This is an optimization exercise on Yosys and OpenROAD, whose aim is small area, a short achievable clock period and few clock cycles per item, not a production implementation. At most, simulation tests tie the RTL to the original design; equivalence was not proved. The RTL of runs 6 to 10 was laid out without a check of its function. Power figures rest on the tool's default switching activity, not on a simulated workload.

==> flow/design.v <==
module apb_slave (
  input  logic        PCLK,
  input  logic        PRESETn,
  input  logic [31:0] PADDR,
  input  logic        PSEL,
  input  logic        PENABLE,
  input  logic        PWRITE,
  input  logic [31:0] PWDATA,
  output logic [31:0] PRDATA,
  output logic        PREADY,
  output logic        PSLVERR
);
  logic [15:0] [31:0] registers;
  logic [15:0]        written;
  logic [15:0]        wsel;
  logic       addr_valid;
  logic [15:0] addr_dec;
  assign addr_valid = (PADDR[31:6] == 0);
  assign addr_dec   = 16'b1 << PADDR[5:2];
  always_ff @(posedge PCLK or negedge PRESETn) begin
    if (!PRESETn) begin
      wsel    <= '0;
      written <= '0;
    end else begin
      wsel    <= (PSEL && !PENABLE && PWRITE && addr_valid) ? addr_dec : 16'b0;
      written <= written | wsel;
    end
  end
  always_ff @(posedge PCLK) begin
    for (int i = 0; i < 16; i++)
      if (wsel[i])
        registers[i] <= PWDATA;
  end
  logic [31:0] rdata;
  always_comb begin
    rdata = '0;
    for (int i = 0; i < 16; i++)
      if (addr_dec[i] && written[i])
        rdata = rdata | registers[i];
  end
  always_ff @(posedge PCLK) begin
    PRDATA  <= rdata;
    PSLVERR <= !addr_valid;
  end
  assign PREADY = 1'b1;
endmodule
==> flow/run.sh <==
#!/bin/bash
# synth_recipe.tcl (not shown) runs the flow's synth.tcl, then flattens the netlist and writes it again
# the make line also repeats each setting of config.mk as NAME=value (left out here)
make -C /OpenROAD-flow-scripts/flow DESIGN_CONFIG=/design/flow/config.mk WORK_HOME=/design/flow/orfs CLKGATE_MAP_FILE= SYNTH_SCRIPT=/design/flow/synth_recipe.tcl finish
==> flow/config.mk <==
export PLATFORM = sky130hd
export DESIGN_NAME = apb_slave
export DESIGN_NICKNAME = apb_slave
export VERILOG_FILES = /design/flow/design.v
export SDC_FILE = /design/flow/constraint.sdc
export NUM_CORES = 4
export LEC_CHECK = 0
export CAP_MARGIN = 20
export CORE_MARGIN = 2
export CORE_UTILIZATION = 40
export SLEW_MARGIN = 20
==> flow/constraint.sdc <==
create_clock -name core_clock -period 5.0 [get_ports {PCLK}]
set_input_delay 1.0000 -clock core_clock [delete_from_list [all_inputs] [get_ports {PCLK}]]
set_output_delay 1.0000 -clock core_clock [all_outputs]
set_load 0.01 [all_outputs]
==> results.toml, run 1 <==
[yosys]
syn_inst = 1302
synth_edf_count = 512
yosysMostFrequentCell = "edfxtp_1"
synth_common_cells = "512 x edfxtp_1, 383 x and3_1, 101 x a2111oi_0"
yosysWarnings = 1
yosys.area.top_type = "edfxtp_1"
yosysSeqAreaShare_pct = 77.32
syn-cell-area_um2 = 21770
yosys-top-cells-area = "edfxtp_1 71%, and3_1 11%, a2111oi_0 4.1%, dfrtp_1 3.7%, dfxtp_1 3.0%"
synthesis.nets = 1371
synth_cell_type_count = 36
ys_ff_latch = 577
synthFlopType = "edfxtp_1"
avgSynthCellArea_um2 = 16.72
synth_top_area_share_pct = 70.61
synth-async-reset-ratio_pct = 5.546

[global_routing]
antenna_found_initial = 3
gr-total-overflow = 0
grt_pass1_vias = 12680
grt_max_degree = 34
grt_usage_pct = 21.39
grt_first_pass_wirelength_mm = 86.59

[route]
dr_total_vias = 12720
drt-wirelength-per-cell_um = 28.44
remaining_drc_errors = 0
antenna_left = 0
drt_iter0_markers = 1406
wl_mm = 60.72
via_per_inst = 5.959
firstDrtPassIters = 5

[floorplanning]
start_util_pct = 40.46
core_um2 = 53810
die_h_um = 237.3
dieArea_um2 = 56320
io_pins = 103
rows = 85
die_w_um = 237.3

[setup_path]
r2r_start = "written[3]"
cp_data_arrival_time_ps = 3890
path_class = "input port to register"
r2r-end = "PRDATA[21]"
startpoint_type = "input port"
worstSetupEndpointType = "register"
path_max_fanout = 33
crit_required_ps = 5370
reg2reg_setup_slack_ps = 2580
r2r_cells = 4

[sta]
relSlewSlack_pct = 21.51
drv_slew = 0
final.setup_skew_ps = 17.00
finalHoldViolations = 0
tightest_slew_ps = 1177
fmax_mhz = 284.5
fin_crit_ps = 3516
final.period_utilization_pct = 70.31
rsz0062_at_grt = "no"
tns_ps = 0
setup_viol_count_final = 0

[clocking]
clk_pin_slew_ps = 60
root_buffer = "clkbuf_16"
cts_setup_buffers = 0
postCtsHoldBufs = 0
clockBufferDepth = 3
ctsResizeCount = 0
insertion_delay_ps = 600
cts.sinks = 577
htree_levels = 2
cts_tree = "built"
cts_made_buffers = 57

[min_path]
min_from = "written[12]"
hold_end = "written[12]"
hold_class = "register to register"
hold_depth = 1

[finish]
area_growth_pct = 15.92
diodes = 0
nNetsFinal = 1462
final_layout_size_suffix_gt1_share_pct = 11.26
design_area_um2 = 25240

[placement]
placed_cell_area_um2 = 23330
hpwl_mm = 30.45
globalplace.congestion = 0.7411
port_buffers = 99

[power]
irDropWorstVdd_mv = 0.2481
powerDensity_nw_per_um2 = 387.6
p_leak_nw = 9.684

[run]
maxCapViolCount = 0

[outcome]
status = "timing/DRC/antenna clean"
-- cell families (layout without fill, tap and decap cells) --
family          Yosys count  count (layout)  share of synthesized area [%]
other cells               1               1                        0.01722
flops                   577             577                          77.32
compound gates          128             128                          5.298
simple gates            495             495                          14.65
buf+inv                 101             238                          2.707
-- placed cells by master, fill, tap and decap left out, types with 2 or more instances in the layout --
cell type,netlist,final
edfxtp_1,512,512
and3_1,383,383
a2111oi_0,101,101
clkdlybuf4s50_1,0,99
clkbuf_16,0,57
nand4_1,34,34
dfxtp_1,33,33
buf_4,3,27
a2111oi_1,24,24
or2_2,18,18
nor2_1,18,18
clkbuf_1,58,18
dfrtp_2,0,15
dfrtp_1,32,14
nor4_1,8,8
bufinv_16,0,8
clkinv_2,0,7
inv_1,6,6
clkbuf_8,0,6
nand3_1,5,5
nand2_1,5,5
clkinv_1,0,5
nor4b_4,2,4
and4b_4,4,4
and2_1,3,3
clkinvlp_4,0,3
dfrtp_4,0,3
nor2b_1,2,2
and4bb_4,2,2
-- registers in the layout, summed over array words and instances, names as in the netlist --
register / flops
PRDATA: 32
PSLVERR: 1
registers: 512
written: 16
wsel: 16
-- metrics by stage --
stage / total power, mW / worst slack [ps] / util (%) / std cells / hold slack [ps]
after global placement: 5.515 / 975.5 / 43.36 / 2030 / 444.0
after floorplan: 5.394 / 2657 / - / 1302 / 430.2
after detailed placement: 5.520 / 950.5 / 43.36 / 2030 / 448.1
after CTS: 9.847 / 1593 / 46.89 / 2135 / 462.8
after global routing: 10.06 / 1384 / 46.90 / 2135 / 482.0
final: 9.782 / 1484 / 46.90 / 2135 / 459.3
-- routing by layer --
layer	wire, µm	GRT usage, %	up-vias
li1	-	-	5476
met1	24550	28.33	6539
met2	29920	35.97	591
met3	4721	3.728	114
met4	1523	6.861	2
met5	10	0	-
-- cell type report --
class,count,area (µm²)
fill,4563,28570
sequential,577,16870
multi-input combinational,624,4365
clock buffer,81,1577
timing repair buffer,127,1214
tap,696,870.8
clock inverter,24,325.3
inverter,6,22.52
-- critical path, cell delays in order --
cell and delay (ps):
clkdlybuf4s50_1 990, and4bb_4 530, and3_1 280, a2111oi_1 720, nand4_1 350
-- worst max-delay path by stage --
stage,startpoint,end,slack [ps],cells after the start
CTS,PADDR[4],PRDATA[18],1590,6
finish,PADDR[4],PRDATA[21],1480,5
floorplan,PADDR[2],PRDATA[23],2660,7
global route,PADDR[4],PRDATA[18],1380,6
detailed placement,PADDR[4],PRDATA[18],950,6
global placement,PADDR[4],PRDATA[18],980,6
-- report_power, final --
part           total, mW  internal (mW)  switching, mW
registers           5.24           5.24   0.0000000122
logic              0.177         0.0591          0.118
clock network       4.36           2.60           1.76
total               9.78           7.90           1.88
Testbench counts, summed over its fixed seeds: cycles 32,000, transfers 16,000.
==> inputs of run 2 (changes only) <==
--- a/flow/config.mk
+++ b/flow/config.mk
@@ -8,4 +8,5 @@
 export CAP_MARGIN = 20
 export CORE_MARGIN = 2
 export CORE_UTILIZATION = 40
+export SETUP_SLACK_MARGIN = 3.2
 export SLEW_MARGIN = 20
==> results.toml, run 2 <==
[floorplanning]
rows = 85
die_w_um = 237.3
die_h_um = 237.3
io_pins = 103
core_um2 = 53810
dieArea_um2 = 56320
start_util_pct = 40.46

[finish]
register_area_um2 = 16890
fin_cells = 2264
multiInputGateArea_um2 = 6804
largest_reg_flops = 512
post-route-util_pct = 54.01
nNetsFinal = 1584
mostFrequentLayoutCell = "edfxtp_1"
fill_cells = 4188
reg.largest.list = "registers: 512 flops, PRDATA: 32 flops"
area_growth_pct = 33.50
final_layout_size_suffix_gt1_share_pct = 36.04
regMostFlops = "registers"
final_cell_mix = "512 x edfxtp_1, 298 x and3_1, 88 x and3_4, 71 x a2111oi_4, 62 x buf_4"

[clocking]
clk_pin_slew_ps = 60
postCtsHoldBufs = 0
cts.sinks = 577
insertion_delay_ps = 630
clockBufferDepth = 3
cts_made_buffers = 58
root_buffer = "clkbuf_16"
cts_tree = "built"
htree_levels = 2

[outcome]
status = "timing/DRC/antenna clean"

[sta]
setup_slack_ps = 2804
fin_crit_ps = 2196
tns_ps = 0
setup_viol_count_final = 0
final.period_utilization_pct = 43.93
finalHoldViolations = 0
final.setup_skew_ps = 21.34
fmax_mhz = 455.3
tightest_slew_ps = 1226
relSlewSlack_pct = 18.27
rsz0062_at_grt = "yes"
fin_hold_ws_ps = 476.6
drv_slew = 0

[yosys]
synthFlopType = "edfxtp_1"
yosys-top-cells-area = "edfxtp_1 71%, and3_1 11%, a2111oi_0 4.1%, dfrtp_1 3.7%, dfxtp_1 3.0%"
synth-async-reset-ratio_pct = 5.546
synth_top_area_share_pct = 70.61
ys_ff_latch = 577
avgSynthCellArea_um2 = 16.72
yosysSeqAreaShare_pct = 77.32
synth_edf_count = 512
syn-cell-area_um2 = 21770
synth_cell_type_count = 36
yosysWarnings = 1
yosys.area.top_type = "edfxtp_1"
yosysMostFrequentCell = "edfxtp_1"
synthesis.nets = 1371
syn_inst = 1302
synth_common_cells = "512 x edfxtp_1, 383 x and3_1, 101 x a2111oi_0"

[global_routing]
gr-total-overflow = 0
grt_max_degree = 39
antenna_found_initial = 6
grt_first_pass_wirelength_mm = 105.5
grt_pass1_vias = 14310
grt_usage_pct = 26.52

[setup_path]
worst_path_most_repeated_cell = "buf_12"
slowest_delay_ps = 280
startpoint_type = "input port"
cp_top_family = "buffers and inverters"
worstSetupEndpointType = "register"
crit_slowest_cell = "a2111oi_4"
cp_data_arrival_time_ps = 2620
path_class = "input port to register"
path_max_fanout = 8
critPathBufInv = 6
crit_required_ps = 5420
cp_cell_sequence = "buf_12 -> buf_16 -> buf_8 -> nor4bb_4 -> buf_6 -> buf_12 -> buf_12 -> and3_4 -> a2111oi_4 -> nand4_1"

[power]
irDropWorstVdd_mv = 0.2540
p_leak_nw = 10.97
powerDensity_nw_per_um2 = 339.9

[route]
drt_iter0_markers = 1691
remaining_drc_errors = 0
wl_mm = 74.86
dr_total_vias = 14320
firstDrtPassIters = 8
drt-wirelength-per-cell_um = 33.06
antenna_left = 0
via_per_inst = 6.327

[run]
maxCapViolCount = 0

[placement]
place_inst = 2025
pre_cts_slack_ps = 1037
port_buffers = 99
globalplace.congestion = 0.7176
hpwl_mm = 30.70

[min_path]
hold_class = "register to register"
## run 2: what timing repair did
item / in CTS / in global routing
buffers inserted: 82 / 10
cloned: 33 / 0
gates resized for setup: 407 / 90
setup endpoints to repair: 81 / 78
pin swaps: 75 / 54
## run 2: final cells by class
| cell class | instances | share of cell area [%] |
|---|---|---|
| flip-flops and latches | 577 | 58.12 |
| multi-input cells | 648 | 23.41 |
| repair buffers | 224 | 8.932 |
| clock buffers | 87 | 5.828 |
| well taps | 696 | 2.996 |
| clock inverters | 23 | 0.6156 |
| inverters | 6 | 0.07748 |
| diodes | 3 | 0.02583 |
## run 2: cell families after synthesis
group / count (synthesis) / share of synthesized area [%]
flip-flops: 577 / 77.32
other: 1 / 0.01722
AND/OR/NAND/NOR: 495 / 14.65
buffers and inverters: 101 / 2.707
AO/OA/AOI/OAI: 128 / 5.298
## run 2: power breakdown
| part | internal [mW] | switching [mW] | leakage [nW] |
|---|---|---|---|
| Clock | 2.48 | 1.83 | 0.924 |
| Combinational | 0.130 | 0.193 | 4.76 |
| Sequential | 5.24 | 0.00000000994 | 5.29 |
## run 2: path summary, 6_finish.rpt
kind | startpoint | endpoint | slack (ps) | cells after the start
hold reg to reg | written[13] | written[13] | 480 | 1
setup / recovery | PADDR[3] | PRDATA[17] | 2800 | 10
min in group asynchronous | PRESETn | written[6] | 820 | 2
max in group asynchronous | PRESETn | wsel[0] | 3770 | 2
setup reg to reg | written[7] | PRDATA[15] | 2980 | 4
hold / removal | written[13] | written[13] | 480 | 1
## run 2: layer usage
| metal | GRT usage [%] | vias up | routed length (µm) |
|---|---|---|---|
| met5 | 0 | - | 13 |
| met1 | 34.51 | 7378 | 27860 |
| met2 | 42.42 | 937 | 35340 |
| li1 | - | 5815 | - |
| met3 | 6.770 | 192 | 8462 |
| met4 | 11.19 | 2 | 3184 |
## run 2: stage by stage
step                      area (µm²)  total power [mW]
after floorplan                23140             5.403
after global placement         24480             5.523
after detailed placement       24480             5.528
after CTS                      28570             9.899
after global routing           29060             10.10
final                          29070             9.881
==> inputs of run 3 (changes only) <==
--- a/flow/config.mk
+++ b/flow/config.mk
@@ -8,5 +8,5 @@
 export CAP_MARGIN = 20
 export CORE_MARGIN = 2
 export CORE_UTILIZATION = 40
-export SETUP_SLACK_MARGIN = 3.2
+export SETUP_SLACK_MARGIN = 2.5
 export SLEW_MARGIN = 20
==> results.toml, run 3 <==
[outcome]
status = "timing/DRC/antenna clean"

[sta]
final.period_utilization_pct = 49.37
setup_viol_count_final = 0
relSlewSlack_pct = 19.73
fmax_mhz = 405.1
fin_crit_ps = 2468
tns_ps = 0
tightest_slew_ps = 1204
finalHoldViolations = 0
rsz0062_at_grt = "yes"
drv_slew = 0
final.setup_skew_ps = 17.12

[min_path]
min_from = "written[12]"
hold_class = "register to register"

[finish]
fill_cells = 4542
regMostFlops = "registers"
reg.largest.list = "registers: 512 flops, PRDATA: 32 flops"
area_growth_pct = 16.90
mostFrequentLayoutCell = "edfxtp_1"
fin_cells = 2139
diodes = 0
nNetsFinal = 1466
final_layout_size_suffix_gt1_share_pct = 12.82
largest_reg_flops = 512
final_cell_mix = "512 x edfxtp_1, 381 x and3_1, 85 x clkdlybuf4s50_1, 58 x a2111oi_0, 57 x clkbuf_16"

[clocking]
clockBufferDepth = 3
cts.sinks = 577
cts_tree = "built"
htree_levels = 2
clk_pin_slew_ps = 60
root_buffer = "clkbuf_16"
postCtsHoldBufs = 0
cts_made_buffers = 57
insertion_delay_ps = 600

[yosys]
synth_common_cells = "512 x edfxtp_1, 383 x and3_1, 101 x a2111oi_0"
yosys-top-cells-area = "edfxtp_1 71%, and3_1 11%, a2111oi_0 4.1%, dfrtp_1 3.7%, dfxtp_1 3.0%"
ys_ff_latch = 577
synth_edf_count = 512
syn_inst = 1302
synth-async-reset-ratio_pct = 5.546
synthFlopType = "edfxtp_1"
synth_top_area_share_pct = 70.61
avgSynthCellArea_um2 = 16.72
yosysWarnings = 1
yosys.area.top_type = "edfxtp_1"
yosysMostFrequentCell = "edfxtp_1"
yosysSeqAreaShare_pct = 77.32
syn-cell-area_um2 = 21770
synth_cell_type_count = 36
synthesis.nets = 1371

[setup_path]
path_max_fanout = 16
slowest_delay_ps = 470
worstSetupStartpoint = "PADDR[5]"
worstSetupEndpointType = "register"
startpoint_type = "input port"
crit_required_ps = 5440
cp_data_arrival_time_ps = 2900
cp_cell_sequence = "buf_2 -> buf_4 -> and4b_2 -> and3_1 -> a2111oi_0 -> nand4_1"
path_class = "input port to register"
r2r_start = "written[10]"
crit_slowest_cell = "and4b_2"

[floorplanning]
die_h_um = 237.3
dieArea_um2 = 56320
io_pins = 103
die_w_um = 237.3
core_um2 = 53810
start_util_pct = 40.46
rows = 85

[global_routing]
grt_pass1_vias = 12780
grt_max_degree = 34
grt_usage_pct = 21.47
grt_first_pass_wirelength_mm = 86.93
antenna_found_initial = 3
gr-total-overflow = 0

[route]
remaining_drc_errors = 0
antenna_left = 0
drt-wirelength-per-cell_um = 28.72
via_per_inst = 6.015
drt_iter0_markers = 1462
firstDrtPassIters = 6
dr_total_vias = 12870
wl_mm = 61.43

[placement]
port_buffers = 99
place_inst = 2030
globalplace.congestion = 0.7411
hpwl_mm = 30.45

[power]
p_leak_nw = 9.866
powerDensity_nw_per_um2 = 384.7
irDropWorstVdd_mv = 0.2488

[run]
maxCapViolCount = 0
run 3: cell counts after synthesis:
No cell type changed its count.
run 3: logic make-up after synthesis:
| logic type | count (synthesis) | share of synthesized area (%) |
|---|---|---|
| and+or+nand+nor | 495 | 14.65 |
| other | 1 | 0.01722 |
| AOI/OAI and AO/OA | 128 | 5.298 |
| DFF | 577 | 77.32 |
| buffers and inverters | 101 | 2.707 |
run 3: cell type report:
class,count,area [µm²],share of cell area (%)
Tap cell,696,870.8,3.421
Clock buffer,81,1577,6.194
Inverter,6,22.52,0.08848
Multi-Input combinational cell,625,4531,17.80
Clock inverter,24,325.3,1.278
Timing Repair Buffer,130,1261,4.955
Sequential cell,577,16870,66.26
run 3: path summary, 6_finish.rpt:
kind                       slack [ps]     endpoint  cells after the start
max in group asynchronous        3830     wsel[15]                      2
setup reg to reg                 2820   PRDATA[26]                      4
setup / recovery                 2530   PRDATA[31]                      6
min in group asynchronous         820      wsel[6]                      2
hold reg to reg                   460  written[12]                      1
hold / removal                    460  written[12]                      1
run 3: power breakdown:
group	leakage, nW	internal [mW]	switching (mW)
registers	5.28	5.24	0.0000000122
clock network	0.920	2.60	1.77
logic	3.66	0.0597	0.121
total	9.87	7.90	1.89
run 3: layer usage:
layer / routed length, µm / up-vias / GRT usage [%]
met4: 1695 / 4 / 7.242
met1: 24390 / 6604 / 28.44
met5: 23 / - / 0
met2: 30150 / 646 / 36.03
li1: - / 5485 / -
met3: 5176 / 127 / 3.623
run 3: metrics by stage:
step	power (mW)	setup slack (ps)	utilization (%)	cell area [µm²]	hold slack [ps]
finish	9.791	2532	47.30	25450	460.5
global route	10.06	2451	47.30	25450	481.7
detailed placement	5.520	950.5	43.36	23330	448.1
global placement	5.515	975.5	43.36	23330	444.0
CTS	9.848	2501	47.15	25370	462.3
floorplan	5.394	2657	-	21770	430.2
run 3: critical path: cells and delay by family:
family          cells  cell delay (ps)
simple gates        3              960
buf+inv             2              530
compound gates      1              400
run 3: what timing repair did:
item                                    CTS  global route
cloned                                    0             1
pin swaps                                 3             0
gates resized for setup                  58            38
endpoints found under the setup margin   38            36
setup buffers                             2             0
==> inputs of run 4 (changes only) <==
--- a/flow/config.mk
+++ b/flow/config.mk
@@ -8,5 +8,6 @@
 export CAP_MARGIN = 20
 export CORE_MARGIN = 2
 export CORE_UTILIZATION = 40
+export CTS_BUF_LIST = sky130_fd_sc_hd__clkbuf_8
 export SETUP_SLACK_MARGIN = 2.5
 export SLEW_MARGIN = 20
==> results.toml, run 4 <==
[route]
firstDrtPassIters = 5
drt-wirelength-per-cell_um = 27.83
via_per_inst = 5.897
drt-met1-wl_mm = 24.06
wl_mm = 61.40
antenna_left = 0
wl_met3_mm = 5.329
drt_iter0_markers = 1515
remaining_drc_errors = 0
dr_total_vias = 13010
wl_met2_mm = 30.16
top_layer = "met5"

[setup_path]
cp_cell_sequence = "clkdlybuf4s15_2 -> buf_6 -> nor4b_2 -> buf_4 -> and2_1 -> buf_4 -> a2111oi_4 -> nand4_1"
r2r_cells = 4
r2r-end = "PRDATA[21]"
worst_path_most_repeated_cell = "buf_4"
crit_slowest_cell = "a2111oi_4"
startpoint_type = "input port"
slowest_delay_ps = 420
r2r_start = "written[10]"
path_max_fanout = 13
reg2reg_setup_slack_ps = 2920
crit_required_ps = 5440
path_class = "input port to register"
worstSetupEndpointType = "register"
cp_data_arrival_time_ps = 2940

[placement]
placed_cell_area_um2 = 23330
hpwl_mm = 30.45
globalplace.congestion = 0.7411
port_buffers = 99

[floorplanning]
rows = 85
core_um2 = 53810
die_w_um = 237.3
dieArea_um2 = 56320
start_util_pct = 40.46
io_pins = 103
die_h_um = 237.3

[clocking]
cts.sinks = 577
insertion_delay_ps = 660
htree_levels = 3
cts_tree = "built"
root_buffer = "clkbuf_8"
clk_pin_slew_ps = 60
clockBufferDepth = 3
cts_made_buffers = 92

[yosys]
synth-async-reset-ratio_pct = 5.546
synthFlopType = "edfxtp_1"
syn_inst = 1302
yosysMostFrequentCell = "edfxtp_1"
yosys.area.top_type = "edfxtp_1"
synthesis.nets = 1371
yosysWarnings = 1
avgSynthCellArea_um2 = 16.72
synth_cell_type_count = 36
synth_common_cells = "512 x edfxtp_1, 383 x and3_1, 101 x a2111oi_0"
ys_ff_latch = 577
yosys-top-cells-area = "edfxtp_1 71%, and3_1 11%, a2111oi_0 4.1%, dfrtp_1 3.7%, dfxtp_1 3.0%"
synth_edf_count = 512
yosysSeqAreaShare_pct = 77.32
syn-cell-area_um2 = 21770
synth_top_area_share_pct = 70.61

[finish]
register_area_um2 = 16870
mostFrequentLayoutCell = "edfxtp_1"
fill_cells = 4644
reg.largest.list = "registers: 512 flops, PRDATA: 32 flops"
nNetsFinal = 1499
largest_reg_flops = 512
area_growth_pct = 15.86
final_cell_mix = "512 x edfxtp_1, 381 x and3_1, 101 x clkbuf_8, 62 x clkdlybuf4s50_1, 58 x a2111oi_0"
final_layout_size_suffix_gt1_share_pct = 14.28
multiInputGateArea_um2 = 4541
design_area_um2 = 25230
regMostFlops = "registers"

[sta]
fin_hold_ws_ps = 460.0
final.setup_skew_ps = 30.07
setup_viol_count_final = 0
rsz0062_at_grt = "no"
tightest_slew_ps = 1205
fin_crit_ps = 2501
drv_slew = 0
finalHoldViolations = 0
fmax_mhz = 399.9
final.period_utilization_pct = 50.02
relSlewSlack_pct = 19.68
tns_ps = 0

[global_routing]
grt_usage_pct = 21.71
grt_max_degree = 34
antenna_found_initial = 4
gr-total-overflow = 0
grt_first_pass_wirelength_mm = 87.74
grt_pass1_vias = 13120

[power]
switchingPower_mw = 1.924
clockPowerShare_pct = 40.9
intPower_mw = 7.254
p_seq_share_pct = 57.1
irDropWorstVdd_mv = 0.1755
powerDensity_nw_per_um2 = 363.8
p_comb_share_pct = 1.9
p_leak_nw = 10.02
switching_share_pct = 20.96

[outcome]
status = "timing/DRC/antenna clean"

[min_path]
min_from = "written[12]"
hold_class = "register to register"
hold_end = "written[12]"
hold_depth = 1

[run]
maxCapViolCount = 0
run 4: cell type report:
cell class	count	area share, %
well taps	696	3.452
clock buffers	101	5.510
inverters	6	0.08928
flip-flops and latches	577	66.86
multi-input cells	624	18.00
repair buffers	129	4.776
clock inverters	69	1.275
diodes	4	0.03968
run 4: what timing repair did:
action | 4_1_cts | 5_1_grt
setup buffers | 2 | 0
hold buffers | 0 | 0
pin swaps | 1 | 2
endpoints found under the setup margin | 66 | 32
resized for setup | 74 | 42
hold endpoints to repair | 0 | 0
run 4: how the worst max path moves through the flow:
stage                        start  cells past startpoint    endpoint
after detailed placement  PADDR[4]                      6  PRDATA[18]
after CTS                 PADDR[4]                      6  PRDATA[18]
after global routing      PADDR[2]                      6  PRDATA[30]
after floorplan           PADDR[2]                      7  PRDATA[23]
final                     PADDR[3]                      8  PRDATA[21]
after global placement    PADDR[4]                      6  PRDATA[18]
run 4: routing by layer:
metal  track usage (%)  up-vias
met5                 0        -
met4             7.509        4
met3             4.459      143
met2             36.17      670
met1             28.37     6620
li1                  -     5572
run 4: kinds of logic after synthesis:
group           share of synthesized area [%]
compound gates                          5.298
buf+inv                                 2.707
flops                                   77.32
other cells                           0.01722
simple gates                            14.65
run 4: per-stage QoR:
| step | instances | setup slack (ps) | power (mW) | util [%] |
|---|---|---|---|---|
| final | 2206 | 2499 | 9.177 | 46.88 |
| after global routing | 2202 | 2494 | 9.450 | 46.86 |
| after CTS | 2202 | 2452 | 9.231 | 46.69 |
| after detailed placement | 2030 | 950.5 | 5.520 | 43.36 |
| after global placement | 2030 | 975.5 | 5.515 | 43.36 |
| after floorplan | 1302 | 2657 | 5.394 | - |
run 4: power by group through the flow:
stage               Clock, mW  Sequential, mW  Combinational, mW
floorplan                   0            5.35             0.0487
finish                   3.76            5.24              0.178
detailed placement          0            5.34              0.176
global placement            0            5.34              0.171
CTS                      3.81            5.24              0.177
global route             4.02            5.24              0.190
run 4: critical path, delay by kind of cell:
kind / cells / cell delay [ps]
AOI/OAI and AO/OA: 1 / 420
and+or+nand+nor: 3 / 560
buffers and inverters: 4 / 960
==> inputs of run 5 (changes only) <==
--- a/flow/config.mk
+++ b/flow/config.mk
@@ -8,6 +8,6 @@
 export CAP_MARGIN = 20
 export CORE_MARGIN = 2
 export CORE_UTILIZATION = 40
-export CTS_BUF_LIST = sky130_fd_sc_hd__clkbuf_8
+export CTS_BUF_LIST = sky130_fd_sc_hd__clkbuf_4 sky130_fd_sc_hd__clkbuf_8
 export SETUP_SLACK_MARGIN = 2.5
 export SLEW_MARGIN = 20
==> results.toml, run 5 <==
[sta]
rsz0062_at_grt = "yes"
finalHoldViolations = 0
fin_hold_ws_ps = 459.9
setup_slack_ps = 2505
tns_ps = 0
drv_slew = 0
final.setup_skew_ps = 23.73
tightest_slew_ps = 1220
fin_crit_ps = 2495
final.period_utilization_pct = 49.91
setup_viol_count_final = 0
relSlewSlack_pct = 18.68
fmax_mhz = 400.7

[setup_path]
path_max_fanout = 14
crit_required_ps = 5440
path_class = "input port to register"
r2r-end = "PRDATA[26]"
cp_cell_sequence = "clkdlybuf4s15_2 -> buf_6 -> nor4b_2 -> buf_4 -> and2_1 -> buf_4 -> a2111oi_4 -> nand4_1"
worstSetupStartpoint = "PADDR[3]"
r2r_cells = 4
slowest_delay_ps = 410
worst_path_most_repeated_cell = "buf_4"
reg2reg_setup_slack_ps = 2920
worstSetupEndpointType = "register"
startpoint_type = "input port"
crit_slowest_cell = "a2111oi_4"
cp_data_arrival_time_ps = 2940
r2r_start = "written[10]"
critical_path.endpoint = "PRDATA[21]"

[global_routing]
grt_usage_pct = 21.69
antenna_found_initial = 4
gr-total-overflow = 0
grt_first_pass_wirelength_mm = 87.77
grt_max_degree = 34
grt_pass1_vias = 13120

[route]
dr_total_vias = 13170
wl_mm = 62.34
drt-wirelength-per-cell_um = 28.27
firstDrtPassIters = 7
remaining_drc_errors = 0
antenna_left = 0
via_per_inst = 5.972
drt_iter0_markers = 1482

[yosys]
synth-async-reset-ratio_pct = 5.546
syn-cell-area_um2 = 21770
syn_inst = 1302
yosysSeqAreaShare_pct = 77.32
avgSynthCellArea_um2 = 16.72
yosysMostFrequentCell = "edfxtp_1"
yosys.area.top_type = "edfxtp_1"
ys_ff_latch = 577
synth_cell_type_count = 36
synth_edf_count = 512
synth_common_cells = "512 x edfxtp_1, 383 x and3_1, 101 x a2111oi_0"
yosys-top-cells-area = "edfxtp_1 71%, and3_1 11%, a2111oi_0 4.1%, dfrtp_1 3.7%, dfxtp_1 3.0%"
synth_top_area_share_pct = 70.61
synthesis.nets = 1371
synthFlopType = "edfxtp_1"
yosysWarnings = 1

[min_path]
hold_depth = 1
hold_class = "register to register"

[finish]
final_cell_mix = "512 x edfxtp_1, 381 x and3_1, 101 x clkbuf_8, 62 x clkdlybuf4s50_1, 55 x a2111oi_0"
nNetsFinal = 1500
regMostFlops = "registers"
mostFrequentLayoutCell = "edfxtp_1"
area_growth_pct = 16.93
design_area_um2 = 25460
post-route-util_pct = 47.31
final_layout_size_suffix_gt1_share_pct = 17.78
fin_cells = 2205
reg.largest.list = "registers: 512 flops, PRDATA: 32 flops"
fill_cells = 4603
largest_reg_flops = 512

[floorplanning]
die_w_um = 237.3
rows = 85
io_pins = 103
start_util_pct = 40.46
core_um2 = 53810
die_h_um = 237.3
dieArea_um2 = 56320

[placement]
place_inst = 2030
pre_cts_slack_ps = 950.5
hpwl_mm = 30.45
globalplace.congestion = 0.7411
port_buffers = 99
placed_cell_area_um2 = 23330

[power]
total_power_mw = 9.514
powerDensity_nw_per_um2 = 373.7
irDropWorstVdd_mv = 0.1764
p_leak_nw = 10.01

[clocking]
cts_made_buffers = 92
root_buffer = "clkbuf_8"
postCtsHoldBufs = 0
htree_levels = 3
clockBufferDepth = 3
insertion_delay_ps = 660
cts_tree = "built"
clk_pin_slew_ps = 60
cts.sinks = 577

[run]
maxCapViolCount = 0

[outcome]
status = "timing/DRC/antenna clean"
## run 5: cell counts after synthesis
No cell type changed its count.
## run 5: worst min-delay path by stage
stage / startpoint / to / slack [ps]
2_1_floorplan: written[12] / written[12] / 430
4_1_cts: written[12] / written[12] / 460
6_report: written[12] / written[12] / 460
5_1_grt: written[12] / written[12] / 480
3_3_place_gp: written[12] / written[12] / 440
3_5_place_dp: written[12] / written[12] / 450
## run 5: metal layers
layer  wire length [µm]  part of all wire (%)  vias to the layer above  track usage [%]
met5                 23                 0.037                        -                0
met4               1694                   2.7                        4            7.871
met3               5198                   8.3                      131            4.262
met2              30630                    49                      679            36.11
met1              24790                    40                     6782            28.37
li1                   -                     -                     5573                -
## run 5: worst max-delay path: cells and delay by family
kind	cells	cell delay [ps]
AO/OA/AOI/OAI	1	410
buffers and inverters	4	980
AND/OR/NAND/NOR	3	540
## run 5: logic make-up after synthesis
family | after synthesis | share of synthesized area, %
and+or+nand+nor | 495 | 14.65
DFF | 577 | 77.32
buffers and inverters | 101 | 2.707
AOI/OAI and AO/OA | 128 | 5.298
other | 1 | 0.01722
## run 5: power by group
group | total (mW) | internal, mW | switching, mW | leakage [nW]
sequential | 5.24 | 5.24 | 0.0000000123 | 5.28
clock | 4.09 | 2.29 | 1.80 | 1.01
combinational | 0.181 | 0.0598 | 0.122 | 3.72
total | 9.51 | 7.59 | 1.92 | 10.0
## run 5: cell type report
| type | instances | area, µm² | share of cell area [%] |
|---|---|---|---|
| clock buffers | 146 | 1728 | 6.787 |
| diodes | 2 | 5.005 | 0.01966 |
| clock inverters | 24 | 152.6 | 0.5995 |
| repair buffers | 129 | 1200 | 4.713 |
| well taps | 696 | 870.8 | 3.420 |
| flip-flops and latches | 577 | 16870 | 66.24 |
| inverters | 6 | 22.52 | 0.08846 |
| multi-input cells | 625 | 4616 | 18.13 |
## run 5: repair_timing
item | CTS | global route
setup buffers | 2 | 0
gates resized for setup | 74 | 55
cloned | 0 | 1
pin swaps | 1 | 2
setup endpoints to repair | 66 | 32
==> inputs of run 6 (changes only) <==
--- a/flow/design.v
+++ b/flow/design.v
@@ -32,11 +32,12 @@
         registers[i] <= PWDATA;
   end
   logic [31:0] rdata;
+  logic [15:0] rsel;
+  apb_rsel u_rsel (.idx(PADDR[5:2]), .written(written), .sel(rsel));
   always_comb begin
     rdata = '0;
     for (int i = 0; i < 16; i++)
-      if (addr_dec[i] && written[i])
-        rdata = rdata | registers[i];
+      rdata = rdata | (registers[i] & {32{rsel[i]}});
   end
   always_ff @(posedge PCLK) begin
     PRDATA  <= rdata;
@@ -44,3 +45,10 @@
   end
   assign PREADY = 1'b1;
 endmodule
+module apb_rsel (
+  input  logic [3:0]  idx,
+  input  logic [15:0] written,
+  output logic [15:0] sel
+);
+  assign sel = (16'b1 << idx) & written;
+endmodule
--- a/flow/config.mk
+++ b/flow/config.mk
@@ -8,6 +8,6 @@
 export CAP_MARGIN = 20
 export CORE_MARGIN = 2
 export CORE_UTILIZATION = 40
-export CTS_BUF_LIST = sky130_fd_sc_hd__clkbuf_4 sky130_fd_sc_hd__clkbuf_8
 export SETUP_SLACK_MARGIN = 2.5
 export SLEW_MARGIN = 20
+export SYNTH_HIERARCHICAL = 1
==> results.toml, run 6 <==
[floorplanning]
core_um2 = 49760
die_h_um = 227.8
rows = 82
io_pins = 103
start_util_pct = 40.27
die_w_um = 227.8
dieArea_um2 = 51910

[setup_path]
path_class = "input port to register"
critPathBufInv = 1
crit_slowest_cell = "clkdlybuf4s15_2"
cp.depth = 6
crit_required_ps = 5400
r2r_cells = 5
path_max_fanout = 16
cp_data_arrival_time_ps = 2930
worstSetupEndpointType = "register"
cp_top_family = "simple AND/OR/NAND/NOR gates"
slowest_delay_ps = 370
startpoint_type = "input port"
cp_cell_sequence = "clkdlybuf4s15_2 -> and2b_1 -> and3_4 -> a22o_1 -> a221oi_1 -> nand4_1"

[sta]
drv_slew = 0
final.setup_skew_ps = 11.52
fin_crit_ps = 2536
setup_viol_count_final = 0
tightest_slew_ps = 1170
tns_ps = 0
final.period_utilization_pct = 50.72
rsz0062_at_grt = "yes"
fin_hold_ws_ps = 452.3
relSlewSlack_pct = 21.99
fmax_mhz = 394.4
finalHoldViolations = 0

[clocking]
root_buffer = "clkbuf_16"
cts_tree = "built"
clk_pin_slew_ps = 60
cts_made_buffers = 56
cts.sinks = 577
clockBufferDepth = 3
postCtsHoldBufs = 0
htree_levels = 2
insertion_delay_ps = 600

[finish]
fill_cells = 4076
final_cell_mix = "512 x edfxtp_1, 128 x a22o_1, 128 x a221oi_1, 88 x clkdlybuf4s50_1, 57 x clkbuf_16"
mostFrequentLayoutCell = "edfxtp_1"
regMostFlops = "registers"
multiInputGateArea_um2 = 3188
fin_cells = 1860
largest_reg_flops = 512
final_layout_size_suffix_gt1_share_pct = 15.02
register_area_um2 = 16860
design_area_um2 = 23910
nNetsFinal = 1210
area_growth_pct = 19.30
reg.largest.list = "registers: 512 flops, PRDATA: 32 flops"
post-route-util_pct = 48.05

[min_path]
hold_class = "register to register"
hold_depth = 1

[power]
switching_share_pct = 19.09
intPower_mw = 7.750
irDropWorstVdd_mv = 0.2682
powerDensity_nw_per_um2 = 400.6
p_leak_nw = 7.781
clockPowerShare_pct = 43.8
p_comb_share_pct = 1.4
p_seq_share_pct = 54.7
switchingPower_mw = 1.829

[route]
via_per_inst = 6.048
antenna_left = 0
drt_iter0_markers = 1707
wl_mm = 55.59
firstDrtPassIters = 5
drt-wirelength-per-cell_um = 29.88
dr_total_vias = 11250
remaining_drc_errors = 0

[yosys]
synth_common_cells = "512 x edfxtp_1, 128 x a221oi_1, 128 x a22o_1"
yosys.area.top_type = "edfxtp_1"
yosysSeqAreaShare_pct = 84.01
ys_ff_latch = 577
synth_top_area_share_pct = 76.72
synth_edf_count = 512
synthFlopType = "edfxtp_1"
avgSynthCellArea_um2 = 20.04
yosys-top-cells-area = "edfxtp_1 77%, a221oi_1 5.6%, a22o_1 5.6%, dfrtp_1 4.0%, dfxtp_1 3.3%"
syn_inst = 1000
syn-cell-area_um2 = 20040
synth_cell_type_count = 29
yosysMostFrequentCell = "edfxtp_1"
synthesis.nets = 1069
yosysWarnings = 7
synth-async-reset-ratio_pct = 5.546

[global_routing]
grt_first_pass_wirelength_mm = 77.60
grt_pass1_vias = 10900
gr-total-overflow = 0
grt_usage_pct = 20.90
antenna_found_initial = 7
grt_max_degree = 34

[placement]
place_inst = 1745
port_buffers = 99
hpwl_mm = 23.82
placed_cell_area_um2 = 21900
globalplace.congestion = 0.7213

[outcome]
status = "timing/DRC/antenna clean"

[run]
maxCapViolCount = 0
-- run 6: changes by cell type after synthesis, moves of 4 or more --
cell and change:
a2111oi_1 -24, and3_1 -367, a2111oi_0 -101, nor3_1 +4, nor2_1 -14, nor4_2 +6
buf_6 -24, and4b_4 -4, clkbuf_1 -11, buf_2 -8, a22o_1 +128, inv_1 -6
a221oi_1 +127
-- run 6: path summary, 6_finish.rpt --
kind                                to        start  slack [ps]
setup reg to reg            PRDATA[29]   written[0]        3080
min in group asynchronous      wsel[7]      PRESETn         820
hold / removal             written[15]  written[15]         450
hold reg to reg            written[15]  written[15]         450
setup / recovery             PRDATA[0]     PADDR[2]        2460
max in group asynchronous      wsel[4]      PRESETn        3850
-- run 6: logic make-up (layout without fill, tap and decap cells) --
| family | Yosys count | after routing | share of synthesized area [%] |
|---|---|---|---|
| and+or+nand+nor | 114 | 124 | 3.734 |
| AOI/OAI and AO/OA | 256 | 256 | 11.19 |
| other | 1 | 4 | 0.01871 |
| DFF | 577 | 577 | 84.01 |
| buffers and inverters | 52 | 227 | 1.049 |
-- run 6: cell type report --
class | count | share of cell area [%]
diodes | 3 | 0.03140
clock buffers | 71 | 6.228
clock inverters | 31 | 1.361
multi-input cells | 381 | 13.33
flip-flops and latches | 577 | 70.52
well taps | 672 | 3.517
repair buffers | 125 | 5.014
-- run 6: modules after synthesis (local to each module, per instance) --
module,times used,flip-flops and latches,area (µm²)
apb_slave,1,577,19890
apb_rsel,1,0,146.4
-- run 6: metal layers --
layer	GRT usage, %	vias to the layer above	wire length (µm)
li1	-	4615	-
met1	30.03	5852	23110
met2	30.71	663	24460
met3	5.900	116	6354
met4	6.949	4	1642
met5	0	-	27
-- run 6: metrics by stage --
stage / total power, mW / worst slack [ps]
4_1_cts: 9.631 / 2501
3_5_place_dp: 5.469 / 1323
3_3_place_gp: 5.463 / 1326
2_1_floorplan: 5.356 / 2741
5_1_grt: 9.829 / 2403
6_report: 9.579 / 2464
-- run 6: power by group through the flow --
stage | registers (mW) | logic (mW) | clock network (mW)
floorplan | 5.35 | 0.0111 | 0
global placement | 5.34 | 0.119 | 0
detailed placement | 5.34 | 0.125 | 0
CTS | 5.24 | 0.135 | 4.25
global route | 5.24 | 0.149 | 4.44
finish | 5.24 | 0.138 | 4.20
-- run 6: repair_timing --
action / in CTS / in global routing
resized for setup: 41 / 9
setup endpoints to repair: 35 / 22
buffers inserted: 0 / 0
pin swaps: 12 / 2
gates cloned: 9 / 1
hold endpoints to repair: 0 / 0
==> inputs of run 7 (changes only) <==
--- a/flow/config.mk
+++ b/flow/config.mk
@@ -8,6 +8,8 @@
 export CAP_MARGIN = 20
 export CORE_MARGIN = 2
 export CORE_UTILIZATION = 40
+export CTS_CLUSTER_DIAMETER = 100
+export CTS_CLUSTER_SIZE = 30
 export SETUP_SLACK_MARGIN = 2.5
 export SLEW_MARGIN = 20
 export SYNTH_HIERARCHICAL = 1
==> results.toml, run 7 <==
[min_path]
hold_class = "register to register"
hold_depth = 1
hold_end = "written[15]"
min_from = "written[15]"

[floorplanning]
rows = 82
start_util_pct = 40.27
die_w_um = 227.8
dieArea_um2 = 51910
die_h_um = 227.8
io_pins = 103
core_um2 = 49760

[finish]
area_growth_pct = 13.64
reg.largest.list = "registers: 512 flops, PRDATA: 32 flops"
design_area_um2 = 22770
largest_reg_flops = 512
post-route-util_pct = 45.77
nNetsFinal = 1179
regMostFlops = "registers"
mostFrequentLayoutCell = "edfxtp_1"
fill_cells = 4179
final_layout_size_suffix_gt1_share_pct = 11.46
final_cell_mix = "512 x edfxtp_1, 128 x a22o_1, 128 x a221oi_1, 92 x clkdlybuf4s50_1, 33 x dfxtp_1"

[sta]
final.setup_skew_ps = 29.02
setup_viol_count_final = 0
rsz0062_at_grt = "no"
relSlewSlack_pct = 19.90
tns_ps = 0
final.period_utilization_pct = 48.77
finalHoldViolations = 0
tightest_slew_ps = 1201
fmax_mhz = 410.1
fin_crit_ps = 2439
drv_slew = 0

[route]
drt_iter0_markers = 1652
antenna_left = 0
wl_mm = 54.56
firstDrtPassIters = 5
remaining_drc_errors = 0
via_per_inst = 6.071
dr_total_vias = 10950
drt-wirelength-per-cell_um = 30.26

[yosys]
avgSynthCellArea_um2 = 20.04
muxShareOfSynthArea_pct = 0
syn-cell-area_um2 = 20040
syn_inst = 1000
synth-xor-area-share_pct = 0
yosysMostFrequentCell = "edfxtp_1"
yosysWarnings = 7
synth_common_cells = "512 x edfxtp_1, 128 x a221oi_1, 128 x a22o_1"
yosys.area.top_type = "edfxtp_1"
yosysSeqAreaShare_pct = 84.01
synth_top_family_by_area = "compound AO/OA/AOI/OAI gates"
yosys.area_share.adder_pct = 0
synth_top_area_share_pct = 76.72
synthesis.nets = 1069
synth-async-reset-ratio_pct = 5.546
yosys.area_share.simple_pct = 3.734
synthFlopType = "edfxtp_1"
synth_edf_count = 512
ys_ff_latch = 577
synth_cell_type_count = 29
yosys-top-cells-area = "edfxtp_1 77%, a221oi_1 5.6%, a22o_1 5.6%, dfrtp_1 4.0%, dfxtp_1 3.3%"
synth_compound_area_share_pct = 11.19

[clocking]
root_buffer = "clkbuf_16"
postCtsHoldBufs = 0
clockBufferDepth = 3
insertion_delay_ps = 570
clk_pin_slew_ps = 110
cts.sinks = 577
cts_tree = "built"
cts_made_buffers = 23
htree_levels = 1

[setup_path]
path_max_fanout = 1
worstSetupStartpoint = "PRDATA[18]"
cp_cell_sequence = "clkdlybuf4s50_1"
r2r_start = "written[0]"
cp_data_arrival_time_ps = 1440
r2r_cells = 5
crit_slowest_cell = "clkdlybuf4s50_1"
path_class = "register to primary output"
critPathBufInv = 1
reg2reg_setup_slack_ps = 3080
startpoint_type = "register"
slowest_delay_ps = 540
crit_required_ps = 4000
r2r-end = "PRDATA[29]"
worstSetupEndpointType = "primary output"
cp_top_family = "buffers and inverters"

[power]
p_seq_share_pct = 68.3
switchingPower_mw = 1.485
switching_share_pct = 19.36
irDropWorstVdd_mv = 0.2215
clockPowerShare_pct = 29.9
p_leak_nw = 7.165
powerDensity_nw_per_um2 = 336.8
intPower_mw = 6.185
p_comb_share_pct = 1.8

[global_routing]
gr-total-overflow = 0
globalRoute.busiestLayer = "met2"
use_met1_pct = 30.46
grt_first_pass_wirelength_mm = 76.60
use_met3_pct = 4.725
grt_max_degree = 34
grt_pass1_vias = 10660
antenna_found_initial = 10
grt_use_met2_pct = 30.55
grt_usage_pct = 20.53

[outcome]
status = "timing/DRC/antenna clean"

[placement]
port_buffers = 99
hpwl_mm = 23.82
placed_cell_area_um2 = 21900
globalplace.congestion = 0.7213

[run]
maxCapViolCount = 0
## run 7: cell counts after synthesis
No cell type changed its count.
## run 7: cell type report
type | instances | area [µm²] | area share, %
clock inverter | 1 | 30.03 | 0.1319
tap | 672 | 840.8 | 3.692
antenna | 5 | 12.51 | 0.05494
clock buffer | 40 | 639.4 | 2.807
multi-input combinational | 381 | 3192 | 14.01
timing repair buffer | 127 | 1201 | 5.274
sequential | 577 | 16860 | 74.03
## run 7: worst max-delay path by stage
stage | to | slack, ps | depth (start not counted)
final | PRDATA[18] | 2560 | 1
after global placement | PRDATA[0] | 1330 | 6
after CTS | PRDATA[16] | 2510 | 6
after floorplan | PRDATA[13] | 2740 | 6
after global routing | PRDATA[18] | 2500 | 1
after detailed placement | PRDATA[18] | 1320 | 7
## run 7: kinds of logic after synthesis
family | count (synthesis)
DFF | 577
buffers and inverters | 52
other | 1
AOI/OAI and AO/OA | 256
and+or+nand+nor | 114
## run 7: metal layers
metal	wire length, µm	vias to the layer above
li1	-	4520
met1	23110	5750
met2	24350	588
met3	5728	80
met4	1318	8
met5	53	-
## run 7: repair_timing
item,4_1_cts,5_1_grt
pin swaps,13,1
gates resized for setup,43,10
cloned,10,0
buffers inserted,2,0
endpoints found under the setup margin,34,24
## run 7: through the flow
| step | instances | setup WS, ps | power, mW | hold slack, ps |
|---|---|---|---|---|
| detailed placement | 1745 | 1323 | 5.469 | 440.1 |
| global route | 1799 | 2500 | 7.895 | 473.4 |
| finish | 1803 | 2561 | 7.670 | 464.0 |
| floorplan | 1000 | 2741 | 5.356 | 427.3 |
| CTS | 1798 | 2511 | 7.703 | 465.8 |
| global placement | 1745 | 1326 | 5.463 | 441.9 |
## run 7: modules after synthesis (local to each module, per instance)
module | area, µm² | copies in the design | flops+latches | cells inside
apb_slave | 19890 | 1 | 577 | 976
apb_rsel | 146.4 | 1 | 0 | 24
## run 7: power by group through the flow
| stage | clock network (mW) | logic [mW] | registers (mW) |
|---|---|---|---|
| 3_5_place_dp | 0 | 0.125 | 5.34 |
| 5_1_grt | 2.51 | 0.149 | 5.24 |
| 4_1_cts | 2.33 | 0.136 | 5.24 |
| 6_report | 2.30 | 0.137 | 5.24 |
| 3_3_place_gp | 0 | 0.119 | 5.34 |
| 2_1_floorplan | 0 | 0.0111 | 5.35 |
==> inputs of run 8 (changes only) <==
--- a/flow/config.mk
+++ b/flow/config.mk
@@ -9,7 +9,7 @@
 export CORE_MARGIN = 2
 export CORE_UTILIZATION = 40
 export CTS_CLUSTER_DIAMETER = 100
-export CTS_CLUSTER_SIZE = 30
+export CTS_CLUSTER_SIZE = 25
 export SETUP_SLACK_MARGIN = 2.5
 export SLEW_MARGIN = 20
 export SYNTH_HIERARCHICAL = 1
==> results.toml, run 8 <==
[outcome]
status = "timing/DRC/antenna clean"

[route]
wl_mm = 54.42
remaining_drc_errors = 0
drt-wirelength-per-cell_um = 30.15
drt_iter0_markers = 1717
firstDrtPassIters = 5
dr_total_vias = 10950
antenna_left = 0
via_per_inst = 6.064

[finish]
mostFrequentLayoutCell = "edfxtp_1"
regMostFlops = "registers"
final_cell_mix = "512 x edfxtp_1, 128 x a22o_1, 128 x a221oi_1, 86 x clkdlybuf4s50_1, 33 x dfxtp_1"
final_layout_size_suffix_gt1_share_pct = 11.41
area_growth_pct = 14.17
nNetsFinal = 1180
reg.largest.list = "registers: 512 flops, PRDATA: 32 flops"
largest_reg_flops = 512
post-route-util_pct = 45.98
fill_cells = 4172

[clocking]
clk_pin_slew_ps = 90
clockBufferDepth = 3
cts_tree = "built"
cts.sinks = 577
htree_levels = 1
root_buffer = "clkbuf_16"
cts_setup_buffers = 0
insertion_delay_ps = 590
cts_made_buffers = 27

[yosys]
synth_common_cells = "512 x edfxtp_1, 128 x a221oi_1, 128 x a22o_1"
synth_edf_count = 512
yosysSeqAreaShare_pct = 84.01
syn_inst = 1000
synthFlopType = "edfxtp_1"
synth_top_area_share_pct = 76.72
yosysWarnings = 7
synthesis.nets = 1069
yosys-top-cells-area = "edfxtp_1 77%, a221oi_1 5.6%, a22o_1 5.6%, dfrtp_1 4.0%, dfxtp_1 3.3%"
ys_ff_latch = 577
yosys.area.top_type = "edfxtp_1"
yosysMostFrequentCell = "edfxtp_1"
syn-cell-area_um2 = 20040
synth-async-reset-ratio_pct = 5.546
avgSynthCellArea_um2 = 20.04
synth_cell_type_count = 29

[global_routing]
gr-total-overflow = 0
antenna_found_initial = 7
grt_max_degree = 34
grt_usage_pct = 20.14
grt_use_met2_pct = 29.60
use_met1_pct = 30.86
globalRoute.busiestLayer = "met1"
grt_first_pass_wirelength_mm = 75.79
grt_pass1_vias = 10690
use_met3_pct = 3.863

[power]
irDropWorstVdd_mv = 0.2414
p_leak_nw = 7.300
powerDensity_nw_per_um2 = 344.0

[sta]
final.setup_skew_ps = 37.74
tightest_slew_ps = 1155
setup_viol_count_final = 0
fmax_mhz = 393.9
fin_crit_ps = 2539
drv_slew = 0
setup_slack_ps = 2461
finalHoldViolations = 0
fin_hold_ws_ps = 460.5
rsz0062_at_grt = "yes"
relSlewSlack_pct = 23.01
tns_ps = 0
final.period_utilization_pct = 50.78

[floorplanning]
dieArea_um2 = 51910
die_w_um = 227.8
start_util_pct = 40.27
io_pins = 103
core_um2 = 49760
die_h_um = 227.8
rows = 82

[placement]
globalplace.congestion = 0.7213
hpwl_mm = 23.82
port_buffers = 99
pre_cts_slack_ps = 1323

[setup_path]
startpoint_type = "input port"
slowest_delay_ps = 630
cp_data_arrival_time_ps = 3040
path_class = "input port to register"
path_max_fanout = 24
worstSetupEndpointType = "register"
cp_cell_sequence = "dlygate4sd2_1 -> nor2_2 -> and3_4 -> buf_4 -> a221oi_1 -> nand4_1"
crit_slowest_cell = "and3_4"
reg2reg_setup_slack_ps = 3070
crit_required_ps = 5500

[min_path]
hold_class = "register to register"

[run]
maxCapViolCount = 0
## run 8: cell counts after synthesis
Identical to the previous run, type by type.
## run 8: kinds of logic (layout without fill, tap and decap cells)
| logic type | count (synthesis) | in the layout | synth area share, % |
|---|---|---|---|
| other | 1 | 3 | 0.01871 |
| flip-flops | 577 | 577 | 84.01 |
| AO/OA/AOI/OAI | 256 | 256 | 11.19 |
| buffers and inverters | 52 | 174 | 1.049 |
| AND/OR/NAND/NOR | 114 | 123 | 3.734 |
## run 8: layout make-up
| type | count | area, µm² | share of cell area (%) |
|---|---|---|---|
| Sequential cell | 577 | 16860 | 73.69 |
| Timing Repair Buffer | 125 | 1207 | 5.277 |
| Multi-Input combinational cell | 380 | 3183 | 13.91 |
| Antenna cell | 2 | 5.005 | 0.02187 |
| Clock inverter | 1 | 30.03 | 0.1312 |
| Tap cell | 672 | 840.8 | 3.675 |
| Clock buffer | 48 | 754.5 | 3.298 |
## run 8: per-stage QoR
stage,power [mW],instances,instance area [µm²]
after detailed placement,5.469,1745,21900
after floorplan,5.356,1000,20040
after CTS,7.883,1801,22820
after global routing,8.089,1804,22880
after global placement,5.463,1745,21900
final,7.872,1805,22880
## run 8: routing by layer
metal / part of all wire, % / wire [µm] / vias to the layer above
met3: 10 / 5709 / 68
li1: - / - / 4520
met4: 2.1 / 1131 / 6
met1: 43 / 23330 / 5758
met2: 44 / 24210 / 593
met5: 0.075 / 41 / -
## run 8: worst max-delay path, delay by kind of cell
family / cells / cell delay (ps)
buffers and inverters: 2 / 680
AND/OR/NAND/NOR: 3 / 1240
AO/OA/AOI/OAI: 1 / 110
## run 8: modules after synthesis, one instance, submodules excluded
module     copies in the design  cell area, µm²  flops+latches  cells
apb_rsel                      1           146.4              0     24
apb_slave                     1           19890            577    976
## run 8: path summary, 6_finish.rpt
kind                                     to  cells after the start   startpoint
worst max-delay path              PRDATA[1]                      6     PADDR[4]
worst min-delay path            written[15]                      1  written[15]
worst max register to register   PRDATA[29]                      5   written[0]
worst min register to register  written[15]                      1  written[15]
max in group asynchronous           wsel[4]                      2      PRESETn
min in group asynchronous          wsel[15]                      2      PRESETn
## run 8: repair_timing
action	in CTS	in global routing
hold buffers	0	0
pin swaps	10	3
gates resized for setup	38	13
cloned	7	2
endpoints found under the setup margin	35	23
## run 8: report_power, final
group	switching (mW)	internal (mW)
registers	0.00000000392	5.23
logic	0.0847	0.0524
clock network	1.46	1.04
total	1.54	6.33
==> inputs of run 9 (changes only) <==
--- a/flow/design.v
+++ b/flow/design.v
@@ -12,23 +12,25 @@
 );
   logic [15:0] [31:0] registers;
   logic [15:0]        written;
-  logic [15:0]        wsel;
-  logic       addr_valid;
+  logic               wr_pending;
+  logic        addr_valid;
   logic [15:0] addr_dec;
+  logic [15:0] wen;
   assign addr_valid = (PADDR[31:6] == 0);
   assign addr_dec   = 16'b1 << PADDR[5:2];
+  assign wen        = wr_pending ? addr_dec : 16'b0;
   always_ff @(posedge PCLK or negedge PRESETn) begin
     if (!PRESETn) begin
-      wsel    <= '0;
-      written <= '0;
+      wr_pending <= 1'b0;
+      written    <= '0;
     end else begin
-      wsel    <= (PSEL && !PENABLE && PWRITE && addr_valid) ? addr_dec : 16'b0;
-      written <= written | wsel;
+      wr_pending <= PSEL && !PENABLE && PWRITE && addr_valid;
+      written    <= written | wen;
     end
   end
   always_ff @(posedge PCLK) begin
     for (int i = 0; i < 16; i++)
-      if (wsel[i])
+      if (wen[i])
         registers[i] <= PWDATA;
   end
   logic [31:0] rdata;
--- a/flow/config.mk
+++ b/flow/config.mk
@@ -9,7 +9,7 @@
 export CORE_MARGIN = 2
 export CORE_UTILIZATION = 40
 export CTS_CLUSTER_DIAMETER = 100
-export CTS_CLUSTER_SIZE = 25
+export CTS_CLUSTER_SIZE = 30
 export SETUP_SLACK_MARGIN = 2.5
 export SLEW_MARGIN = 20
 export SYNTH_HIERARCHICAL = 1
==> results.toml, run 9 <==
[clocking]
cts.sinks = 562
clockBufferDepth = 3
postCtsHoldBufs = 0
clk_pin_slew_ps = 110
root_buffer = "clkbuf_16"
cts_tree = "built"
htree_levels = 1
cts_made_buffers = 22
insertion_delay_ps = 580

[sta]
fin_crit_ps = 2476
setup_viol_count_final = 0
finalHoldViolations = 0
tns_ps = 0
relSlewSlack_pct = 44.57
rsz0062_at_grt = "yes"
final.period_utilization_pct = 49.52
drv_slew = 0
final.setup_skew_ps = 28.75
tightest_slew_ps = 828.9
fin_hold_ws_ps = 484.8
fmax_mhz = 403.9

[floorplanning]
io_pins = 103
die_h_um = 225.0
start_util_pct = 40.74
core_um2 = 47950
rows = 80
dieArea_um2 = 50610
die_w_um = 225.0

[route]
drt-wirelength-per-cell_um = 30.52
via_per_inst = 6.141
firstDrtPassIters = 5
antenna_left = 0
dr_total_vias = 10720
drt_iter0_markers = 1307
remaining_drc_errors = 0
wl_mm = 53.28

[setup_path]
cp_data_arrival_time_ps = 2880
worstSetupEndpointType = "register"
path_max_fanout = 17
r2r_cells = 3
reg2reg_setup_slack_ps = 3000
critPathBufInv = 2
crit_slowest_cell = "and3_4"
cp_cell_sequence = "clkdlybuf4s15_1 -> nor2b_4 -> and3_4 -> buf_4 -> a22o_1 -> a221oi_1 -> nand4_1"
cp_top_family = "simple AND/OR/NAND/NOR gates"
cp.depth = 7
crit_required_ps = 5400
slowest_delay_ps = 340
startpoint_type = "input port"
path_class = "input port to register"

[global_routing]
grt_max_degree = 34
grt_pass1_vias = 10550
grt_first_pass_wirelength_mm = 75.39
antenna_found_initial = 3
grt_usage_pct = 21.01
gr-total-overflow = 0

[finish]
largest_reg_flops = 512
area_growth_pct = 15.63
nNetsFinal = 1184
reg.largest.list = "registers: 512 flops, PRDATA: 32 flops, written: 16 flops"
diodes = 0
regMostFlops = "registers"
final_cell_mix = "512 x edfxtp_1, 128 x a22o_1, 127 x a221oi_1, 90 x clkdlybuf4s50_1, 47 x buf_4"
fin_cells = 1746
mostFrequentLayoutCell = "edfxtp_1"
final_layout_size_suffix_gt1_share_pct = 13.35

[power]
p_leak_nw = 7.174
irDropWorstVdd_mv = 0.2258
powerDensity_nw_per_um2 = 331.3
total_power_mw = 7.482

[yosys]
yosys.area_share.simple_pct = 3.241
ys_ff_latch = 562
yosys.area_share.adder_pct = 0
synth_edf_count = 512
synth_common_cells = "512 x edfxtp_1, 128 x a221oi_1, 128 x a22o_1"
synthFlopType = "edfxtp_1"
syn_inst = 975
yosys-top-cells-area = "edfxtp_1 79%, a221oi_1 5.7%, a22o_1 5.7%, dfxtp_1 3.4%, dfrtp_1 2.2%"
avgSynthCellArea_um2 = 20.03
yosys.area.top_type = "edfxtp_1"
yosysWarnings = 7
muxShareOfSynthArea_pct = 0
synth-xor-area-share_pct = 0
yosysMostFrequentCell = "edfxtp_1"
synthesis.nets = 1044
syn-cell-area_um2 = 19530
synth_cell_type_count = 25
synth-async-reset-ratio_pct = 3.025
synth_compound_area_share_pct = 11.48
synth_top_family_by_area = "compound AO/OA/AOI/OAI gates"
yosysSeqAreaShare_pct = 84.27
synth_top_area_share_pct = 78.71

[placement]
place_inst = 1681
port_buffers = 99
hpwl_mm = 26.26
globalplace.congestion = 0.7523

[run]
maxCapViolCount = 0

[min_path]
hold_class = "register to register"
hold_depth = 1

[outcome]
status = "timing/DRC/antenna clean"
[run 9: cell count changes after synthesis, sizes merged]
cell,delta
or4,+1
clkbuf,-3
nor3b,-2
or3b,+1
nand4b,-1
nand2,-3
nor2,+11
nor4bb,-1
nand2b,+2
dfrtp,-15
or2,-1
nor4b,-3
nor4,-10
nand3,-1
[run 9: layout make-up]
class                   instances  area (µm²)
multi-input cells             373        3207
clock inverters                 1       8.758
repair buffers                156        1503
clock buffers                  39       635.6
well taps                     615       769.5
fillers                      3975       25360
flip-flops and latches        562       16460
[run 9: repair_timing]
action	in CTS	in global routing
setup endpoints to repair	515	78
gates cloned	9	0
hold endpoints to repair	0	0
pin swaps	16	1
gates resized for setup	39	16
buffers inserted	13	3
[run 9: per-layer routing]
metal / wire length (µm) / vias up / GRT usage [%] / share of wire [%]
met4: 959 / 4 / 4.508 / 1.8
met2: 25230 / 546 / 33.63 / 47
met1: 22490 / 5645 / 30.73 / 42
li1: - / 4466 / - / -
met5: 27 / - / 0 / 0.051
met3: 4576 / 61 / 3.090 / 8.6
[run 9: where the power goes]
| part | internal, mW | leakage (nW) | switching, mW |
|---|---|---|---|
| combinational | 0.0500 | 1.76 | 0.0836 |
| clock | 0.884 | 0.307 | 1.35 |
| sequential | 5.11 | 5.10 | 0.00000000305 |
[run 9: worst paths after layout]
kind | from | to
setup / recovery | PADDR[2] | PRDATA[10]
hold / removal | written[5] | written[5]
setup reg to reg | wr_pending | registers[397]
hold reg to reg | written[5] | written[5]
max in group asynchronous | PRESETn | written[3]
min in group asynchronous | PRESETn | wr_pending
[run 9: kinds of logic after synthesis]
kind of cell / count (synthesis)
and+or+nand+nor: 107
buffers and inverters: 49
AOI/OAI and AO/OA: 256
DFF: 562
other: 1
[run 9: stage by stage]
stage | setup slack (ps) | utilization [%] | instance area, µm²
2_1_floorplan | 2100 | - | 19640
3_3_place_gp | 1213 | 45.03 | 21590
3_5_place_dp | 1179 | 45.03 | 21590
4_1_cts | 2379 | 46.99 | 22530
5_1_grt | 2499 | 47.11 | 22590
6_report | 2524 | 47.11 | 22590
[run 9: per-module statistics from Yosys (local to each module, per instance)]
| module | cell area [µm²] | flip-flops and latches | cells |
|---|---|---|---|
| apb_rsel | 146.4 | 0 | 24 |
| apb_slave | 19390 | 562 | 951 |
==> inputs of run 10 (changes only) <==
==> flow/flow/run.sh (new file) <==
#!/bin/bash
# The standard layout, with every port buffered by a plain buf_1 (ORFS's
# buffer_ports otherwise picks a delay cell); repair_timing resizes as needed.
set -euo pipefail
bash standard.sh finish "BUFFER_PORTS_ARGS=-buffer_cell sky130_fd_sc_hd__buf_1" > standard.log 2>&1
==> flow/standard.sh (new file) <==
#!/bin/bash
# synth_recipe.tcl (not shown) runs the flow's synth.tcl, then flattens the netlist and writes it again
# the make line also repeats each setting of config.mk as NAME=value (left out here)
make -C /OpenROAD-flow-scripts/flow DESIGN_CONFIG=/design/flow/config.mk WORK_HOME=/design/flow/orfs CLKGATE_MAP_FILE= SYNTH_SCRIPT=/design/flow/synth_recipe.tcl "${@:-finish}"
removed: flow/run.sh
==> results.toml, run 10 <==
[outcome]
status = "timing/DRC/antenna clean"

[route]
antenna_left = 0
dr_total_vias = 10470
drt-wirelength-per-cell_um = 28.72
firstDrtPassIters = 5
via_per_inst = 6.067
remaining_drc_errors = 0
wl_mm = 49.57
drt_iter0_markers = 1182

[min_path]
min_from = "written[11]"
hold_depth = 1
hold_end = "written[11]"
hold_class = "register to register"

[setup_path]
cp_data_arrival_time_ps = 2660
crit_slowest_cell = "or3b_1"
slowest_delay_ps = 570
reg2reg_setup_slack_ps = 2800
path_class = "input port to register"
path_max_fanout = 27
critPathBufInv = 2
cp_top_family = "simple AND/OR/NAND/NOR gates"
cp.depth = 4
worstSetupEndpointType = "register"
r2r_cells = 3
cp_cell_sequence = "buf_1 -> or3b_1 -> nor2_4 -> buf_4"
crit_required_ps = 5220
startpoint_type = "input port"
r2r_start = "wr_pending"
r2r-end = "registers[390]"

[sta]
relSlewSlack_pct = 36.77
fmax_mhz = 408.5
finalHoldViolations = 0
fin_crit_ps = 2448
setup_viol_count_final = 0
drv_slew = 0
final.setup_skew_ps = 16.06
tns_ps = 0
rsz0062_at_grt = "yes"
tightest_slew_ps = 948.4
final.period_utilization_pct = 48.96

[finish]
final_layout_size_suffix_gt1_share_pct = 10.89
register_area_um2 = 16460
area_growth_pct = 11.29
multiInputGateArea_um2 = 3090
fin_cells = 1726
post-route-util_pct = 45.34
fill_cells = 4024
nNetsFinal = 1164
largest_reg_flops = 512
regMostFlops = "registers"
reg.largest.list = "registers: 512 flops, PRDATA: 32 flops, written: 16 flops"
diodes = 0
mostFrequentLayoutCell = "edfxtp_1"
final_cell_mix = "512 x edfxtp_1, 128 x a22o_1, 128 x a221oi_1, 97 x buf_1, 41 x buf_4"

[clocking]
cts_tree = "built"
postCtsHoldBufs = 0
clk_pin_slew_ps = 110
htree_levels = 1
cts_made_buffers = 22
root_buffer = "clkbuf_16"
clockBufferDepth = 3
insertion_delay_ps = 580
cts.sinks = 562

[floorplanning]
core_um2 = 47950
io_pins = 103
dieArea_um2 = 50610
start_util_pct = 40.74
die_h_um = 225.0
rows = 80
die_w_um = 225.0

[yosys]
syn_inst = 975
yosys-top-cells-area = "edfxtp_1 79%, a221oi_1 5.7%, a22o_1 5.7%, dfxtp_1 3.4%, dfrtp_1 2.2%"
yosysSeqAreaShare_pct = 84.27
synth_top_area_share_pct = 78.71
avgSynthCellArea_um2 = 20.03
ys_ff_latch = 562
synth_cell_type_count = 25
synthesis.nets = 1044
yosysMostFrequentCell = "edfxtp_1"
synthFlopType = "edfxtp_1"
yosysWarnings = 7
yosys.area.top_type = "edfxtp_1"
synth_common_cells = "512 x edfxtp_1, 128 x a221oi_1, 128 x a22o_1"
synth-async-reset-ratio_pct = 3.025
synth_edf_count = 512
syn-cell-area_um2 = 19530

[power]
intPower_mw = 6.014
p_seq_share_pct = 68.7
switching_share_pct = 19.23
powerDensity_nw_per_um2 = 342.5
switchingPower_mw = 1.432
p_comb_share_pct = 1.2
irDropWorstVdd_mv = 0.1953
clockPowerShare_pct = 30.1
p_leak_nw = 6.743

[global_routing]
gr-total-overflow = 0
grt_usage_pct = 19.37
grt_max_degree = 34
grt_pass1_vias = 10190
antenna_found_initial = 3
grt_first_pass_wirelength_mm = 70.30

[run]
maxCapViolCount = 0

[placement]
place_inst = 1668
globalplace.congestion = 0.7284
hpwl_mm = 25.09
port_buffers = 99
-- run 10: worst max path at each step --
stage	from	to	slack [ps]
after global routing	PADDR[3]	PRDATA[29]	2480
after CTS	PADDR[5]	PRDATA[16]	2480
final	PADDR[3]	registers[390]	2550
after global placement	PADDR[4]	PRDATA[11]	1520
after detailed placement	PADDR[4]	PRDATA[11]	1460
after floorplan	PADDR[3]	registers[100]	2100
-- run 10: final cells by class --
type                    instances  share of cell area (%)
clock inverters                 1                 0.04029
flip-flops and latches        562                   75.72
repair buffers                145                   3.557
well taps                     615                   3.540
clock buffers                  39                   2.924
multi-input cells             364                   14.22
-- run 10: Yosys stat by module (local to each module, per instance) --
module | cells | area, µm² | flip-flops and latches | copies in the design
apb_rsel | 24 | 146.4 | 0 | 1
apb_slave | 951 | 19390 | 562 | 1
-- run 10: per-stage QoR --
stage                     power, mW  hold WS, ps  setup slack [ps]  area, µm²
after floorplan               5.231        430.2              2100      19640
after global placement        5.302        442.7              1520      20880
after detailed placement      5.309        446.0              1458      20880
after CTS                     7.474        474.1              2483      21630
after global routing          7.628        490.9              2484      21740
final                         7.446        476.4              2552      21740
-- run 10: power by group through the flow --
stage	Sequential (mW)	Combinational (mW)	Clock, mW
2_1_floorplan	5.22	0.00965	0
3_3_place_gp	5.22	0.0819	0
3_5_place_dp	5.22	0.0885	0
4_1_cts	5.11	0.0895	2.27
5_1_grt	5.11	0.101	2.41
6_report	5.11	0.0897	2.24
-- run 10: cells by family after synthesis --
kind of cell / after synthesis / synth area share [%]
buf+inv: 49 / 0.9865
compound gates: 256 / 11.48
flops: 562 / 84.27
simple gates: 107 / 3.241
other cells: 1 / 0.01920
-- run 10: what timing repair did --
item,4_1_cts,5_1_grt
endpoints found under the hold margin,0,0
endpoints found under the setup margin,388,84
pin swaps,4,3
gates cloned,0,0
buffers inserted,8,10
gates resized for setup,12,6
-- run 10: routing by layer --
layer / global-route usage, % / vias up / routed length (µm)
met1: 27.81 / 5577 / 21240
met4: 3.845 / 6 / 716
li1: - / 4409 / -
met2: 31.22 / 429 / 23480
met3: 3.546 / 50 / 4103
met5: 0 / - / 35
